Source: an optimization exercise on an open RTL-to-GDS flow (aim: small area, a short achievable clock period and few clock cycles). Production flows keep margins and buffers that such runs may drop. Function was checked by simulation only, so behaviour that the tests miss may differ from the original. Power figures rest on the tool's default switching activity, not on a simulated workload.

==> flow/design.v, too long to show whole: its modules and the start of the top module <==
// module MulTree: 1616 lines
// module ALU: 37 lines
// module AddImm: 7 lines
// module BrCmp: 26 lines
// module RegRead: 23 lines
// module LMux: 8 lines
// module CPU: 224 lines
module CPU(clk,reset,imem_addr,imem_rdata,dmem_addr,dmem_we,dmem_wdata,dmem_rdata);
  // ...
==> flow/flow/run.sh <==
#!/bin/bash
# Standard synthesis and layout (the standard.sh), with:
#  - repair_timing aimed at a short clock period: the setup margin asks every path for this
#    much slack at the design's period, so the resizer works on the paths that set the
#    period the layout achieves;
#  - sizing free to change a cell's footprint; port buffers start as buf_4;
#  - clock tree synthesis without dummy loads, with larger sink clusters;
#  - the repair after global routing on pessimistic wire parasitics (flow/grt_rc.tcl).
# make's full output goes to make_finish.log here; each step's log is under orfs/logs/.
set -euo pipefail
bash standard.sh \
  PRE_GLOBAL_ROUTE_TCL="$PWD/flow/grt_rc.tcl" \
  SETUP_SLACK_MARGIN=14.8 \
  MATCH_CELL_FOOTPRINT=0 \
  BUFFER_PORTS_ARGS="-buffer_cell sky130_fd_sc_hd__buf_4" \
  CTS_ARGS="-sink_clustering_enable -repair_clock_nets -dont_use_dummy_load -sink_clustering_size 25 -sink_clustering_max_diameter 70" \
  finish > make_finish.log 2>&1
==> flow/flow/grt_rc.tcl <==
# Sourced before global routing (PRE_GLOBAL_ROUTE_TCL): the repair after global routing sees
# wires 25% more resistive and capacitive than the platform's estimate, since the routed and
# extracted wires come out slower than that estimate.
set s 1.25
foreach {layer c r} {
  li1  1.499e-04   7.176e-02
  met1 1.72375E-04 8.929e-04
  met2 1.36233E-04 8.929e-04
  met3 2.14962E-04 1.567e-04
  met4 1.48128E-04 1.567e-04
  met5 1.54087E-04 1.781e-05
} {
  set_layer_rc -layer $layer -capacitance [expr {$c * $s}] -resistance [expr {$r * $s}]
}
set_wire_rc -signal -layer met1
set_wire_rc -clock -layer met3
==> flow/standard.sh <==
#!/bin/bash
# synth_recipe.tcl (not shown) runs the flow's synth.tcl, then flattens the netlist and writes it again
# the make line also repeats each setting of config.mk as NAME=value (left out here)
make -C /OpenROAD-flow-scripts/flow DESIGN_CONFIG=/design/flow/config.mk WORK_HOME=/design/flow/orfs CLKGATE_MAP_FILE= SYNTH_SCRIPT=/design/flow/synth_recipe.tcl "${@:-finish}"
==> flow/config.mk <==
export PLATFORM = sky130hd
export DESIGN_NAME = CPU
export DESIGN_NICKNAME = CPU
export VERILOG_FILES = /design/flow/design.v
export SDC_FILE = /design/flow/constraint.sdc
export NUM_CORES = 8
export LEC_CHECK = 0
export CAP_MARGIN = 30
export CORE_MARGIN = 2
export CORE_UTILIZATION = 55
export PLACE_DENSITY = 0.7
export SETUP_SLACK_MARGIN = 0.4
export SLEW_MARGIN = 30
export SYNTH_HIERARCHICAL = 1
==> flow/constraint.sdc <==
create_clock -name core_clock -period 20.0 [get_ports {clk}]
set_input_delay 4.0000 -clock core_clock [delete_from_list [all_inputs] [get_ports {clk}]]
set_output_delay 4.0000 -clock core_clock [all_outputs]
set_load 0.01 [all_outputs]
==> results.toml, run 1 <==
[clocking]
clk_pin_slew_ns = 0.07
cts-root-buf = "clkbuf_16"
cts_resized = 281

[global_routing]
grt_max_degree = 72
grt_pass1_wl_um = 540000

[floorplanning]
initial_core_util_pct = 55.3
coreArea_um2 = 163000
placementRows = 148

[run_status]
status = "timing/DRC/antenna clean"

[route]
dr_wl_met2_um = 167000
wl_met3_um = 54700
final_antenna_net_count = 0

[finish]
synthToLayoutAreaGrowth_pct = 9.68
multiInputGateArea_um2 = 47300
final_common_cell = "edfxtp_1"
fillers = 13100
largest_register_ffs = 992
final_cells = 10100

[worst_setup_path]
crit_end = "imem_addr[10]"
critPathLaunchType = "flop"

[synth]
synth_compound_area_share_pct = 18.1
yosys_register_bits = 1425

[pwr]
p_clk_mw = 1.85
power-top-group = "combinational cells"

[placement]
place_area_um2 = 92500
dp_cells = 9889

[timing]
tns_ns = 0
Testbench counts, summed over its fixed seeds: cycles 109,373.
==> run 2: changes to the inputs <==
--- a/flow/flow/run.sh
+++ b/flow/flow/run.sh
@@ -4,12 +4,10 @@
 #    much slack at the design's period, so the resizer works on the paths that set the
 #    period the layout achieves;
 #  - sizing free to change a cell's footprint; port buffers start as buf_4;
-#  - clock tree synthesis without dummy loads, with larger sink clusters;
-#  - the repair after global routing on pessimistic wire parasitics (flow/grt_rc.tcl).
+#  - clock tree synthesis without dummy loads, with larger sink clusters.
 # make's full output goes to make_finish.log here; each step's log is under orfs/logs/.
 set -euo pipefail
 bash standard.sh \
-  PRE_GLOBAL_ROUTE_TCL="$PWD/flow/grt_rc.tcl" \
   SETUP_SLACK_MARGIN=14.8 \
   MATCH_CELL_FOOTPRINT=0 \
   BUFFER_PORTS_ARGS="-buffer_cell sky130_fd_sc_hd__buf_4" \
removed: flow/flow/grt_rc.tcl
==> results.toml, run 2 <==
[run_status]
status = "timing/DRC/antenna clean"

[timing]
max_freq_mhz = 184
relSlewSlack_pct = 20.6
tns_ns = 0
finalSetupViolCount = 0
setup_ws_ns = 14.55
rsz0062_at_grt = "true"
fin_skew_ns = 0.106
worst_pin_slew_ns = 1.17
maxSlewViolCount = 0
finalHoldViolCount = 0
post-route-min-period_ns = 5.45
period_share_pct = 27.2

[route]
routed_wl_um = 392000
routedWlPerCell_um = 38.8
final_antenna_net_count = 0
dr.first_iter.drc_count = 12700
remaining_drc_errors = 0
vias = 74200
first_pass_iters = 13
via_per_inst = 7.34

[worst_setup_path]
cpLargestDelayFamily = "simple AND/OR/NAND/NOR gates"
critPathLaunchType = "flop"
path_cells = "and2_1, buf_4, a22oi_1, a41oi_1, or4_1, mux2i_1, o21ai_0, xnor2_1, nand4_1, nor4_2, a311oi_1, nand3_1, nand2_2, nor2_4, buf_12, clkbuf_16, mux2_4"
worstSetupPathType = "reg -> reg"
critPathBufInv = 3
crit_required_ns = 20.62
worstPathArrival_ns = 6.07
slowest_stage = "a41oi_1"
end_kind = "flop"
path_max_fanout = 32
max_stage_delay_ns = 0.99

[synth]
synth_top_area_share_pct = 36.3
synthTopCellsByCount = "edfxtp_1 (1087), a22oi_1 (946), nand2_1 (678)"
postSynth.topFlopCell = "edfxtp_1"
synth_cells = 7985
synth_area_leaders = "edfxtp_1 (36%), fa_1 (9.1%), a22oi_1 (7.9%), dfxtp_1 (6.5%), ha_1 (3.2%)"
synth_area_um2 = 89800
yosysSeqAreaShare_pct = 44.1
syn_avg_cell_area_um2 = 11.3
synth.most_common_cell = "edfxtp_1"
yosys_register_bits = 1425
synth_cell_type_count = 121
yosys.area.top_type = "edfxtp_1"
synth_edf_count = 1087
synthArstFlopShare_pct = 3.37
synth_warnings = 8

[pwr]
power.internal_mw = 7.00
leakage_nw = 33.3
comb_power_share_pct = 50.1
p_per_area_nw_per_um2 = 133
clockPowerShare_pct = 14.3
ir_worst_vdd_mv = 0.104
swShare_pct = 45.9
power_switching_mw = 5.95
p_seq_share_pct = 35.6

[finish]
fin_util_pct = 59.8
largest-register = "rf"
drive_gt1_share_pct = 15.1
final_common_cell = "edfxtp_1"
layout_common_cells = "edfxtp_1 (1087), a22oi_1 (946), nand2_1 (672), inv_1 (447), fa_1 (405)"
fin_nets = 8609
largest_register_ffs = 992
synthToLayoutAreaGrowth_pct = 8.28

[clocking]
cts.sinks = 1425
cts_buffers = 97
cts-root-buf = "clkbuf_16"
clk_pin_slew_ns = 0.08
cts_tree = "done"
htreeDepth = 3
cts_buffer_depth = 3
clkLatencyLatePin_ns = 0.82
postCtsHoldBufs = 0

[placement]
pre_cts_ws_ns = 13.45
hpwl_um = 267000
gp_congestion = 1.11
io_buffer_count = 160

[global_routing]
grt_antenna_before_repair = 46
overflow = 0
grt_pass1_vias = 70100
grt_use_total_pct = 45.8
grt_pass1_wl_um = 540000
grt_max_degree = 72

[floorplanning]
die_area_um2 = 167000
initial_core_util_pct = 55.3
die_x_um = 408
ioPinCount = 163
placementRows = 148
die_h_um = 408
coreArea_um2 = 163000

[hold_path]
hold_path_class = "reg -> reg"

[job]
max-cap-violations = 0
[run 2: final timing paths]
path / start / end / slack, ns / depth (start not counted)
worst max-delay path: rt_lo[5] / fpc[12] / 14.55 / 17
worst min-delay path: e_ld / m_ld / 0.41 / 0
min in group asynchronous: reset / e_dst[3] / 3.62 / 3
max in group asynchronous: reset / m_ld / 15.85 / 3
worst min register to register: e_ld / m_ld / 0.41 / 0
worst max register to register: rt_lo[5] / fpc[12] / 14.55 / 17
[run 2: stage by stage]
| step | instance area [um2] | power [mW] | hold slack, ns | instances |
|---|---|---|---|---|
| after floorplan | 89900 | 7.87 | 0.367 | 7986 |
| after global placement | 92400 | 10.4 | 0.387 | 9889 |
| after detailed placement | 92500 | 10.4 | 0.391 | 9889 |
| after CTS | 96400 | 12.5 | 0.404 | 10100 |
| after global routing | 97200 | 13.2 | 0.411 | 10100 |
| final | 97300 | 13.0 | 0.408 | 10100 |
[run 2: kinds of logic after synthesis]
logic type               Yosys count  share of synthesized area, %
flip-flops                      1425                          44.1
multiplexers                     451                          6.72
other                              2                       0.00836
adder cells (fa/ha/maj)          639                          12.3
buffers and inverters           1110                          5.58
XOR/XNOR                         334                          3.27
AND/OR/NAND/NOR                 1794                          9.84
AO/OA/AOI/OAI                   2230                          18.1
[run 2: worst reg2reg max path: cells and delay by family, from the launching register on]
| family | cells | cell delay, ns |
|---|---|---|
| compound gates | 4 | 1.63 |
| xor+xnor | 1 | 0.15 |
| buf+inv | 3 | 0.82 |
| flops | 1 | 0.50 |
| mux | 2 | 0.44 |
| simple gates | 7 | 1.72 |
[run 2: modules after synthesis (local to each module, per instance), a selection]
module	times used	cell area, um2	flops+latches	cells
CPU	1	50000	1425	3106
MulTree	1	13500	0	1469
ALU	1	7110	0	967
RegRead	2	5780	0	812
BrCmp	1	2480	0	334
[run 2: power groups by stage]
stage               Combinational [mW]  Sequential (mW)  Clock, mW
floorplan                         3.47             4.40          0
global placement                  5.79             4.59          0
detailed placement                5.84             4.61          0
CTS                               6.08             4.56       1.85
global route                      6.63             4.62       1.94
finish                            6.49             4.61       1.85
[run 2: area by class of cell]
cell class,count,area (um2)
Sequential cell,1425,39900
Timing Repair Buffer,471,4220
Inverter,458,1730
Clock buffer,97,2430
Multi-Input combinational cell,5451,46300
Antenna cell,26,65.1
Tap cell,2175,2720
Fill cell,13200,65300
[run 2: routing by layer]
metal | GRT usage, % | vias to the layer above | share of wire (%)
met5 | 0.0287 | - | 0.056
li1 | - | 29600 | -
met2 | 66.8 | 6451 | 43
met3 | 13.6 | 1463 | 14
met4 | 34.0 | 34 | 9.2
met1 | 57.6 | 36700 | 34
[run 2: repair_timing]
| action | 4_1_cts | 5_1_grt |
|---|---|---|
| pin swaps | 22 | 32 |
| gates cloned | 7 | 4 |
| resized for setup | 281 | 109 |
| setup endpoints to repair | 113 | 138 |
| buffers inserted | 59 | 20 |

## what the ideal ports hide
The results above use ideal ports. As a check the final layouts listed here were re-extracted and re-timed, cells and wires unchanged. Step 1 sets driving cells, clkbuf_16 on the clock port and buf_2 on the other inputs (assumed; they add their load-dependent delay and slew). Step 2 also shifts input and output timing later by t, the mid clock arrival at the registers, as if the neighbouring blocks saw the same clock. a / b / c = ideal ports / drivers / drivers and shift; a / b = the first two.
run	t, ns	slack for setup (ns)	hold WS [ns]	slew at the worst register clock pin (ns)
run 1	0.861	14.736 / 14.640 / 14.048	0.411 / 0.411 / 0.411	0.10 / 0.10
run 2	0.864	14.551 / 14.551 / 14.049	0.408 / 0.408 / 0.408	0.10 / 0.10
After both steps every run listed still meets setup and hold. For run 1, which loses most, drivers alone change the setup slack by -0.096 ns; drivers and shift together by -0.688 ns.
